From an optimization exercise on the open Yosys and OpenROAD flow, aimed at small area; shortcuts taken in it are not production practice.
Function was checked by simulation only, so behaviour that the tests miss may differ from the original.
The flow treats the clock pin as an ideal source. Dropping or thinning the clock tree relies on that and would not hold on a real chip.
Power is estimated from default activity; no workload was simulated.

Setup of job 101:
// trafic_light
module trafic_light(rst, clk, time_spd, add_hour, emgc_btn, LCD_RS, LCD_RW, LCD_DATA, N_C, W_C, S_C, E_C, Walk);
Size: roughly 550 cells after synthesis, ~4500 um^2 of cells after synthesis.
clock: 10.0 ns
lec_check: 0
cap_margin: 20
core_margin: 2
core_utilization: 40
cts_buf_list: sky130_fd_sc_hd__clkbuf_8
slew_margin: 20
standard.sh (not shown) runs the stock make flow with config.mk's settings and CLKGATE_MAP_FILE= SYNTH_SCRIPT=/design/flow/synth_recipe.tcl, a recipe that flattens the netlist after the stock synthesis.
==> flow/flow/run.sh <==
#!/bin/bash
# Layout flow: the standard synthesis, its combinational logic re-mapped for
# area by ABC (flip-flops untouched; a few ABC scripts are tried, each result
# is proven equal to the standard netlist, and the smallest proven one is
# used, else the standard netlist is kept), then the standard layout with the
# smallest buffer on the ports and a clock tree without dummy loads.
set -uo pipefail
LIB=$FLOW_HOME/platforms/$FLOW_PLATFORM/lib/sky130_fd_sc_hd__tt_025C_1v80.lib
R=orfs/results/$FLOW_PLATFORM/trafic_light/base
bash standard.sh synth > 1_standard_synth.log 2>&1 || exit 1
cp $R/1_2_yosys.v std.v
for n in 1 2 3; do
  (
    mkdir -p rs$n
    sed "s#@LIB@#$LIB#g; s#@TOP@#$FLOW_TOP#g; s#@SCRIPT@#flow/abc_$n.script#g; s#@DIR@#rs$n#g" flow/resynth.ys > rs$n/resynth.ys
    sed "s#@LIB@#$LIB#g; s#@TOP@#$FLOW_TOP#g; s#@DIR@#rs$n#g" flow/equiv.ys > rs$n/equiv.ys
    timeout 900 yosys -s rs$n/resynth.ys > 2_resynth_$n.log 2>&1 &&
      timeout 900 yosys -s rs$n/equiv.ys > 3_equiv_$n.log 2>&1 &&
      grep "Chip area" rs$n/resynth_stat.log | awk '{print $NF}' > rs$n/ok
  ) &
done
wait
best=""; bestarea=""
for n in 1 2 3; do
  if [[ -s rs$n/ok ]]; then
    a=$(cat rs$n/ok)
    if [[ -z "$best" ]] || awk "BEGIN{exit !($a < $bestarea)}"; then best=$n; bestarea=$a; fi
  fi
done
if [[ -n "$best" ]]; then
  cp rs$best/resynth.v $R/1_2_yosys.v
  touch $R/1_2_yosys.v
  echo "resynthesized netlist $best used, area $bestarea" > resynth_status.log
else
  echo "standard netlist kept" > resynth_status.log
fi
bash standard.sh BUFFER_PORTS_ARGS="-buffer_cell sky130_fd_sc_hd__buf_1" \
  CTS_ARGS="-sink_clustering_enable -repair_clock_nets -dont_use_dummy_load -buf_list sky130_fd_sc_hd__clkbuf_8" \
  finish > 4_standard_finish.log 2>&1
Other scripts of this flow, unchanged in this note and not shown: flow/flow/abc_1.script, flow/flow/abc_2.script, flow/flow/abc_3.script, flow/flow/equiv.ys, flow/flow/resynth.ys
Job 101 finished every stage and its layout cleared the timing, design-rule and antenna checks.
Input changes introduced in job 102 (baseline for comparison: job 101):
# job 101
export LEC_CHECK = 0
export CAP_MARGIN = 20
export CORE_MARGIN = 2
export CORE_UTILIZATION = 40
export CTS_BUF_LIST = sky130_fd_sc_hd__clkbuf_8
export SLEW_MARGIN = 20
create_clock -name core_clock -period 10.0 [get_ports {clk}]
# job 102
export LEC_CHECK = 0
export CAP_MARGIN = 20
export CORE_MARGIN = 2
export CORE_UTILIZATION = 70
export CTS_BUF_LIST = sky130_fd_sc_hd__clkbuf_8
export PLACE_DENSITY = 0.8
export SLEW_MARGIN = 20
create_clock -name core_clock -period 10.0 [get_ports {clk}]
==> results.txt <==
- Changes observed in job 102 relative to job 101: final cell area excluding filler cells dropped about 1.5%; clock input transition at the sequential cells of the worst setup and hold paths dropped 20 ps; global-route wire length before repair climbed 7.0%; clock network contribution to total cell area barely changed.
- Looking only at cell area after placement, and setting everything else aside, the lower value of job 102 and job 101 goes to job 102.
- Between job 102 and job 101, it is job 102 whose signed area change from the synthesized netlist to the final layout is lower, by 1.7 points.
- Higher largest net degree at the start of global routing was reported by job 102, not job 101.
- Detailed-route wire length for job 102 is higher than for job 101.
- In job 102, the smallest setup slack after layout came out 4.4 ps below the value in job 101.


Setup of job 637:
trafic_light, a different RTL version from the one above (not shown whole).
For scale: about 40 I/O pins, ~4100 um^2 of cells after synthesis.
Settings: LEC_CHECK=0, CAP_MARGIN=20, CORE_MARGIN=2, CORE_UTILIZATION=40, CTS_BUF_LIST=sky130_fd_sc_hd__clkbuf_8, SLEW_MARGIN=20; clock period 10.0 ns.
==> flow/flow/run.sh <==
#!/bin/bash
# Layout flow: the standard synthesis, its combinational logic re-mapped for
# area by ABC (flip-flops untouched; a few ABC scripts are tried, each result
# is proven equal to the standard netlist, and the smallest proven one is
# used, else the standard netlist is kept), then the standard layout with the
# smallest buffer on the ports, and a clock tree of three buffers driven by the
# clock port (flow/cts.tcl) in place of ORFS's cts step.
set -uo pipefail
LIB=$FLOW_HOME/platforms/$FLOW_PLATFORM/lib/sky130_fd_sc_hd__tt_025C_1v80.lib
R=orfs/results/$FLOW_PLATFORM/trafic_light/base
bash standard.sh synth > 1_standard_synth.log 2>&1 || exit 1
cp $R/1_2_yosys.v std.v
# the flip-flops (instance and cell) of a netlist, to check they are kept
seqcells() { grep -oE '^ *sky130_fd_sc_hd__(df|dl|edf|sdf|sdl|sedf)[a-z0-9_]* +[^ ]+' "$1" | sed -E 's/_[0-9]+ / /' | sort; }
seqcells std.v > std_seq.log
cands="1 2 3 4 5 6 7 8"
for n in $cands; do
  (
    mkdir -p rs$n
    sed "s#@LIB@#$LIB#g; s#@TOP@#$FLOW_TOP#g; s#@SCRIPT@#flow/abc_$n.script#g; s#@DIR@#rs$n#g" flow/resynth.ys > rs$n/resynth.ys
    sed "s#@LIB@#$LIB#g; s#@TOP@#$FLOW_TOP#g; s#@DIR@#rs$n#g" flow/equiv.ys > rs$n/equiv.ys
    timeout 900 yosys -s rs$n/resynth.ys > 2_resynth_$n.log 2>&1 &&
      timeout 900 yosys -s rs$n/equiv.ys > 3_equiv_$n.log 2>&1 &&
      ! grep -qE '^ *(always|reg|assign) ' rs$n/resynth.v &&
      seqcells rs$n/resynth.v | cmp -s - std_seq.log &&
      grep "Chip area" rs$n/resynth_stat.log | awk '{print $NF}' > rs$n/ok
  ) &
  if [[ $n == 4 ]]; then wait; fi
done
wait
best=""; bestarea=""
for n in $cands; do
  if [[ -s rs$n/ok ]]; then
    a=$(cat rs$n/ok)
    if [[ -z "$best" ]] || awk "BEGIN{exit !($a < $bestarea)}"; then best=$n; bestarea=$a; fi
  fi
done
if [[ -n "$best" ]]; then
  cp rs$best/resynth.v $R/1_2_yosys.v
  touch $R/1_2_yosys.v
  echo "resynthesized netlist $best used, area $bestarea" > resynth_status.log
else
  echo "standard netlist kept" > resynth_status.log
fi
ARGS=(BUFFER_PORTS_ARGS="-buffer_cell sky130_fd_sc_hd__buf_1"
      CTS_ARGS="-sink_clustering_enable -repair_clock_nets -dont_use_dummy_load -buf_list sky130_fd_sc_hd__clkbuf_8")
bash standard.sh "${ARGS[@]}" place > 4_standard_place.log 2>&1 || exit 1
# own clock tree in place of ORFS's cts step; if it fails, ORFS's is used
if PLATFORM_DIR=$FLOW_HOME/platforms/$FLOW_PLATFORM RESULTS=$R CLOCK_PORT=clk \
    CTS_NX=3 CTS_NY=1 CTS_CELL=sky130_fd_sc_hd__clkbuf_16 timeout 600 openroad -no_init -exit flow/cts.tcl > 5_cts.log 2>&1; then
  echo "own clock tree used" > cts_status.log
else
  rm -f $R/4_1_cts.odb $R/4_cts.sdc
  echo "ORFS clock tree used" > cts_status.log
fi
bash standard.sh "${ARGS[@]}" finish > 6_standard_finish.log 2>&1
==> flow/flow/abc_7.script <==
strash
&get -n
&deepsyn -T 30 -S 17
&put
dch -f
amap
==> flow/flow/abc_8.script <==
strash
&get -n
&deepsyn -T 30 -S 19
&put
strash
dch -f
map -a
strash
dch -f
amap
==> flow/flow/cts.tcl <==
set P $::env(PLATFORM_DIR)
set R $::env(RESULTS)
read_liberty $P/lib/sky130_fd_sc_hd__tt_025C_1v80.lib
read_db $R/3_place.odb
read_sdc $R/3_place.sdc
source $P/setRC.tcl
set db [ord::get_db]
set block [ord::get_db_block]
set clknet [$block findNet $::env(CLOCK_PORT)]
set sinks {}
foreach it [$clknet getITerms] {
  set inst [$it getInst]
  set bb [$inst getBBox]
  lappend sinks [list $it [expr {([$bb xMin]+[$bb xMax])/2}] [expr {([$bb yMin]+[$bb yMax])/2}]]
}
puts "clock sinks: [llength $sinks]"
# groups: NX columns by x, each split into NY rows by y
set nx $::env(CTS_NX); set ny $::env(CTS_NY)
set sx [lsort -integer -index 1 $sinks]
set n [llength $sx]
set groups {}
for {set i 0} {$i < $nx} {incr i} {
  set col [lrange $sx [expr {$i*$n/$nx}] [expr {($i+1)*$n/$nx - 1}]]
  set sy [lsort -integer -index 2 $col]
  set m [llength $sy]
  for {set j 0} {$j < $ny} {incr j} {
    lappend groups [lrange $sy [expr {$j*$m/$ny}] [expr {($j+1)*$m/$ny - 1}]]
  }
}
set master [$db findMaster $::env(CTS_CELL)]
set k 0
foreach g $groups {
  set net [odb::dbNet_create $block "clknet_q$k"]
  $net setSigType CLOCK
  set buf [odb::dbInst_create $block $master "clkbuf_q$k"]
  [$buf findITerm A] connect $clknet
  [$buf findITerm X] connect $net
  set cx 0; set cy 0
  foreach s $g {
    set it [lindex $s 0]
    $it disconnect
    $it connect $net
    incr cx [lindex $s 1]; incr cy [lindex $s 2]
  }
  set cx [expr {$cx / [llength $g]}]; set cy [expr {$cy / [llength $g]}]
  $buf setLocation $cx $cy
  $buf setPlacementStatus PLACED
  puts "clock group $k: [llength $g] flip-flops, buffer at $cx $cy"
  incr k
}
$clknet setSigType CLOCK
set_propagated_clock [all_clocks]
detailed_placement
check_placement -verbose
estimate_parasitics -placement
report_clock_skew
report_worst_slack -min
report_worst_slack -max
set worst 0
foreach pin [get_pins -hierarchical */CLK] {
  set s [get_property $pin slew_max]
  if {$s > $worst} {set worst $s}
}
puts "worst flip-flop clock slew (placement estimate): $worst"
write_db $R/4_1_cts.odb
write_sdc $R/4_cts.sdc
==> flow/flow/resynth.ys <==
# Re-map the combinational logic of the standard synthesis netlist for area.
# The flip-flops are kept as they are (same instances, names and cells).
read_liberty -ignore_miss_func @LIB@
blackbox sky130_fd_sc_hd__df* sky130_fd_sc_hd__dl* sky130_fd_sc_hd__edf* sky130_fd_sc_hd__sdf* sky130_fd_sc_hd__sdl* sky130_fd_sc_hd__sedf* sky130_fd_sc_hd__lpflow_inputisolatch*
read_verilog std.v
hierarchy -top @TOP@
flatten
opt_clean -purge
abc -script @SCRIPT@ -liberty @LIB@ -dont_use sky130_fd_sc_hd__lpflow_bleeder_1 -dont_use sky130_fd_sc_hd__lpflow_clkbufkapwr_1 -dont_use sky130_fd_sc_hd__lpflow_clkbufkapwr_16 -dont_use sky130_fd_sc_hd__lpflow_clkbufkapwr_2 -dont_use sky130_fd_sc_hd__lpflow_clkbufkapwr_4 -dont_use sky130_fd_sc_hd__lpflow_clkbufkapwr_8 -dont_use sky130_fd_sc_hd__lpflow_clkinvkapwr_1 -dont_use sky130_fd_sc_hd__lpflow_clkinvkapwr_16 -dont_use sky130_fd_sc_hd__lpflow_clkinvkapwr_2 -dont_use sky130_fd_sc_hd__lpflow_clkinvkapwr_4 -dont_use sky130_fd_sc_hd__lpflow_clkinvkapwr_8 -dont_use sky130_fd_sc_hd__lpflow_decapkapwr_12 -dont_use sky130_fd_sc_hd__lpflow_decapkapwr_3 -dont_use sky130_fd_sc_hd__lpflow_decapkapwr_4 -dont_use sky130_fd_sc_hd__lpflow_decapkapwr_6 -dont_use sky130_fd_sc_hd__lpflow_decapkapwr_8 -dont_use sky130_fd_sc_hd__lpflow_inputiso0n_1 -dont_use sky130_fd_sc_hd__lpflow_inputiso0p_1 -dont_use sky130_fd_sc_hd__lpflow_inputiso1n_1 -dont_use sky130_fd_sc_hd__lpflow_inputiso1p_1 -dont_use sky130_fd_sc_hd__lpflow_inputisolatch_1 -dont_use sky130_fd_sc_hd__lpflow_isobufsrc_1 -dont_use sky130_fd_sc_hd__lpflow_isobufsrc_16 -dont_use sky130_fd_sc_hd__lpflow_isobufsrc_2 -dont_use sky130_fd_sc_hd__lpflow_isobufsrc_4 -dont_use sky130_fd_sc_hd__lpflow_isobufsrc_8 -dont_use sky130_fd_sc_hd__lpflow_isobufsrckapwr_16 -dont_use sky130_fd_sc_hd__lpflow_lsbuf_lh_hl_isowell_tap_1 -dont_use sky130_fd_sc_hd__lpflow_lsbuf_lh_hl_isowell_tap_2 -dont_use sky130_fd_sc_hd__lpflow_lsbuf_lh_hl_isowell_tap_4 -dont_use sky130_fd_sc_hd__lpflow_lsbuf_lh_isowell_4 -dont_use sky130_fd_sc_hd__lpflow_lsbuf_lh_isowell_tap_1 -dont_use sky130_fd_sc_hd__lpflow_lsbuf_lh_isowell_tap_2 -dont_use sky130_fd_sc_hd__lpflow_lsbuf_lh_isowell_tap_4 -dont_use sky130_fd_sc_hd__probe -dont_use sky130_fd_sc_hd__probe_p_8 -dont_use sky130_fd_sc_hd__probec_p_8 
opt_clean -purge
insbuf -buf sky130_fd_sc_hd__buf_1 A X
hilomap -singleton -hicell sky130_fd_sc_hd__conb_1 HI -locell sky130_fd_sc_hd__conb_1 LO
splitnets
opt_clean -purge
hierarchy -top @TOP@
read_liberty -lib -ignore_redef @LIB@
check -assert -mapped
tee -o @DIR@/resynth_stat.log stat -liberty @LIB@
write_verilog -noattr -nohex -nodec @DIR@/resynth.v
Other scripts of this flow, unchanged in this note and not shown: flow/flow/abc_1.script, flow/flow/abc_2.script, flow/flow/abc_3.script, flow/flow/abc_4.script, flow/flow/abc_5.script, flow/flow/abc_6.script, flow/flow/equiv.ys
Both conditions hold for job 637: the flow ran to the end and the final layout passed the timing, design-rule and antenna checks.
diff inputs: job 637 => job 4795
diff --git a/flow/flow/run.sh b/flow/flow/run.sh
--- a/flow/flow/run.sh
+++ b/flow/flow/run.sh
@@ -14,5 +14,5 @@
 seqcells() { grep -oE '^ *sky130_fd_sc_hd__(df|dl|edf|sdf|sdl|sedf)[a-z0-9_]* +[^ ]+' "$1" | sed -E 's/_[0-9]+ / /' | sort; }
 seqcells std.v > std_seq.log
-cands="1 2 3 4 5 6 7 8"
+cands="1 2 3 4 5 6 7 8 9 10 11 12"
 for n in $cands; do
   (
@@ -26,5 +26,5 @@
       grep "Chip area" rs$n/resynth_stat.log | awk '{print $NF}' > rs$n/ok
   ) &
-  if [[ $n == 4 ]]; then wait; fi
+  if [[ $n == 4 || $n == 8 ]]; then wait; fi
 done
 wait
==> flow/flow/abc_10.script (new file) <==
strash
&get -n
&deepsyn -T 60 -S 23
&put
dch -f
amap
==> flow/flow/abc_11.script (new file) <==
strash
&get -n
&deepsyn -T 60 -S 29
&put
strash
dch -f
map -a
strash
dch -f
amap
==> flow/flow/abc_12.script (new file) <==
strash
&get -n
&deepsyn -T 60 -S 31
&put
dch -f
amap
==> flow/flow/abc_9.script (new file) <==
strash
&get -n
&deepsyn -T 60 -S 3
&put
dch -f
amap
### Flow results
- Job 637 has lower setup skew after layout than job 4795.
- Job 4795 and job 637 ended up with nearly the same total power consumption of the routed design.
- In the reports for job 4795 and job 637, the smaller average routed wire per standard cell belongs to job 4795.
--- input diff job 4795..job 6984 ---
diff --git a/flow/flow/run.sh b/flow/flow/run.sh
--- a/flow/flow/run.sh
+++ b/flow/flow/run.sh
@@ -4,6 +4,5 @@
 # is proven equal to the standard netlist, and the smallest proven one is
 # used, else the standard netlist is kept), then the standard layout with the
-# smallest buffer on the ports, and a clock tree of three buffers driven by the
-# clock port (flow/cts.tcl) in place of ORFS's cts step.
+# smallest buffer on the ports and a clock tree without dummy loads.
 set -uo pipefail
 LIB=$FLOW_HOME/platforms/$FLOW_PLATFORM/lib/sky130_fd_sc_hd__tt_025C_1v80.lib
@@ -14,5 +13,5 @@
 seqcells() { grep -oE '^ *sky130_fd_sc_hd__(df|dl|edf|sdf|sdl|sedf)[a-z0-9_]* +[^ ]+' "$1" | sed -E 's/_[0-9]+ / /' | sort; }
 seqcells std.v > std_seq.log
-cands="1 2 3 4 5 6 7 8 9 10 11 12"
+cands="1 2 3 4 5 6"
 for n in $cands; do
   (
@@ -22,9 +21,9 @@
     timeout 900 yosys -s rs$n/resynth.ys > 2_resynth_$n.log 2>&1 &&
       timeout 900 yosys -s rs$n/equiv.ys > 3_equiv_$n.log 2>&1 &&
-      ! grep -qE '^ *(always|reg|assign) ' rs$n/resynth.v &&
+      ! grep -qE '^ *(always|reg) ' rs$n/resynth.v &&
       seqcells rs$n/resynth.v | cmp -s - std_seq.log &&
       grep "Chip area" rs$n/resynth_stat.log | awk '{print $NF}' > rs$n/ok
   ) &
-  if [[ $n == 4 || $n == 8 ]]; then wait; fi
+  if [[ $n == 3 ]]; then wait; fi
 done
 wait
@@ -48,5 +47,5 @@
 # own clock tree in place of ORFS's cts step; if it fails, ORFS's is used
 if PLATFORM_DIR=$FLOW_HOME/platforms/$FLOW_PLATFORM RESULTS=$R CLOCK_PORT=clk \
-    CTS_NX=3 CTS_NY=1 CTS_CELL=sky130_fd_sc_hd__clkbuf_16 timeout 600 openroad -no_init -exit flow/cts.tcl > 5_cts.log 2>&1; then
+    CTS_CELL=sky130_fd_sc_hd__clkbuf_16 timeout 600 openroad -no_init -exit flow/cts.tcl > 5_cts.log 2>&1; then
   echo "own clock tree used" > cts_status.log
 else
diff --git a/flow/flow/cts.tcl b/flow/flow/cts.tcl
--- a/flow/flow/cts.tcl
+++ b/flow/flow/cts.tcl
@@ -1,2 +1,5 @@
+# Clock tree: the clock port drives four buffers, each of which drives the
+# flip-flops of one quarter of the placement (split at the median x, then at
+# the median y of each half).  Replaces ORFS's cts step; writes its outputs.
 set P $::env(PLATFORM_DIR)
 set R $::env(RESULTS)
@@ -15,16 +18,11 @@
 }
 puts "clock sinks: [llength $sinks]"
-# groups: NX columns by x, each split into NY rows by y
-set nx $::env(CTS_NX); set ny $::env(CTS_NY)
 set sx [lsort -integer -index 1 $sinks]
 set n [llength $sx]
 set groups {}
-for {set i 0} {$i < $nx} {incr i} {
-  set col [lrange $sx [expr {$i*$n/$nx}] [expr {($i+1)*$n/$nx - 1}]]
-  set sy [lsort -integer -index 2 $col]
+foreach half [list [lrange $sx 0 [expr {$n/2 - 1}]] [lrange $sx [expr {$n/2}] end]] {
+  set sy [lsort -integer -index 2 $half]
   set m [llength $sy]
-  for {set j 0} {$j < $ny} {incr j} {
-    lappend groups [lrange $sy [expr {$j*$m/$ny}] [expr {($j+1)*$m/$ny - 1}]]
-  }
+  lappend groups [lrange $sy 0 [expr {$m/2 - 1}]] [lrange $sy [expr {$m/2}] end]
 }
 set master [$db findMaster $::env(CTS_CELL)]
diff --git a/flow/flow/resynth.ys b/flow/flow/resynth.ys
--- a/flow/flow/resynth.ys
+++ b/flow/flow/resynth.ys
@@ -15,5 +15,5 @@
 hierarchy -top @TOP@
 read_liberty -lib -ignore_redef @LIB@
-check -assert -mapped
+check -assert
 tee -o @DIR@/resynth_stat.log stat -liberty @LIB@
 write_verilog -noattr -nohex -nodec @DIR@/resynth.v
removed: flow/flow/abc_10.script
removed: flow/flow/abc_11.script
removed: flow/flow/abc_12.script
removed: flow/flow/abc_7.script
removed: flow/flow/abc_8.script
removed: flow/flow/abc_9.script
Findings:
Comparing job 6984 and job 4795, the higher arrival time reported for the critical path endpoint is on job 6984.
As far as residual overflow from global routing goes, job 6984 and job 4795 are indistinguishable; the numbers are identical.
Worst max-slew margin expressed relative to the limit was higher in job 6984 than in job 4795.
The final reports for job 6984 and job 4795 show final cycle utilization of the critical path higher in the former.
The worst setup path endpoint comes out Walk[2] in one run and Walk[6] in the other, namely in job 6984 and job 4795 respectively.
Cell count (lower): job 4795
#### Input delta (job 2125 over job 6984)
diff --git a/flow/flow/run.sh b/flow/flow/run.sh
--- a/flow/flow/run.sh
+++ b/flow/flow/run.sh
@@ -4,5 +4,6 @@
 # is proven equal to the standard netlist, and the smallest proven one is
 # used, else the standard netlist is kept), then the standard layout with the
-# smallest buffer on the ports and a clock tree without dummy loads.
+# smallest buffer on the ports, and a clock tree of four buffers driven by the
+# clock port (flow/cts.tcl) in place of ORFS's cts step.
 set -uo pipefail
 LIB=$FLOW_HOME/platforms/$FLOW_PLATFORM/lib/sky130_fd_sc_hd__tt_025C_1v80.lib
@@ -13,5 +14,5 @@
 seqcells() { grep -oE '^ *sky130_fd_sc_hd__(df|dl|edf|sdf|sdl|sedf)[a-z0-9_]* +[^ ]+' "$1" | sed -E 's/_[0-9]+ / /' | sort; }
 seqcells std.v > std_seq.log
-cands="1 2 3 4 5 6"
+cands="1 2 3 4 5 6 7 8"
 for n in $cands; do
   (
@@ -21,9 +22,9 @@
     timeout 900 yosys -s rs$n/resynth.ys > 2_resynth_$n.log 2>&1 &&
       timeout 900 yosys -s rs$n/equiv.ys > 3_equiv_$n.log 2>&1 &&
-      ! grep -qE '^ *(always|reg) ' rs$n/resynth.v &&
+      ! grep -qE '^ *(always|reg|assign) ' rs$n/resynth.v &&
       seqcells rs$n/resynth.v | cmp -s - std_seq.log &&
       grep "Chip area" rs$n/resynth_stat.log | awk '{print $NF}' > rs$n/ok
   ) &
-  if [[ $n == 3 ]]; then wait; fi
+  if [[ $n == 4 ]]; then wait; fi
 done
 wait
==> flow/flow/abc_7.script (new file) <==
strash
&get -n
&deepsyn -T 30 -S 17
&put
dch -f
amap
==> flow/flow/abc_8.script (new file) <==
strash
&get -n
&deepsyn -T 30 -S 19
&put
strash
dch -f
map -a
strash
dch -f
amap
diff --git a/flow/flow/resynth.ys b/flow/flow/resynth.ys
--- a/flow/flow/resynth.ys
+++ b/flow/flow/resynth.ys
@@ -15,5 +15,5 @@
 hierarchy -top @TOP@
 read_liberty -lib -ignore_redef @LIB@
-check -assert
+check -assert -mapped
 tee -o @DIR@/resynth_stat.log stat -liberty @LIB@
 write_verilog -noattr -nohex -nodec @DIR@/resynth.v
## What came out
Delay of the slowest cell on the worst path: job 6984 vs job 2125, no meaningful difference
As far as final wirelength goes, job 6984 and job 2125 are indistinguishable; the numbers are identical.
Combinational share of power essentially unchanged between job 6984 and job 2125.
Wire length of the first global-routing pass: job 2125 vs job 6984 identical
Between job 2125 and job 6984, the overall global routing resource usage does not differ in any meaningful way.
On placed cell area, job 6984 tracks job 2125 almost exactly.
Job 2125 and job 6984 ended up with nearly the same clock power share.
In every run of this note, the design's own scripts or RTL, not TritonCTS, make the clock network.

==> port drivers added, routing unchanged <==
The results above use ideal ports. As a check the final layouts listed here were re-extracted and re-timed, cells and wires unchanged. Step 1, drivers: a clkbuf_16 drives clk and a buf_2 each remaining input, both assumed. Step 2 also shifts input and output timing later by t, the mid clock arrival at the registers, as if the neighbouring blocks saw the same clock. Three values: ideal ports, drivers, drivers and shift; two values: the first two.
| run | t, ns | setup WS [ns] | worst data-port slew with drivers (ns) |
|---|---|---|---|
| job 101 | 0.377 | 4.893 / 4.861 / 5.237 | 0.03 |
| job 102 | 0.373 | 4.888 / 4.856 / 5.229 | 0.03 |
| job 637 | 0.228 | 5.047 / 4.985 / 5.213 | 0.04 |
| job 4795 | 0.233 | 4.408 / 4.342 / 4.576 | 0.03 |
| job 6984 | 0.232 | 4.111 / 4.028 / 4.261 | 0.03 |
| job 2125 | 0.232 | 4.111 / 4.028 / 4.261 | 0.03 |
After both steps every run listed still meets setup and hold.
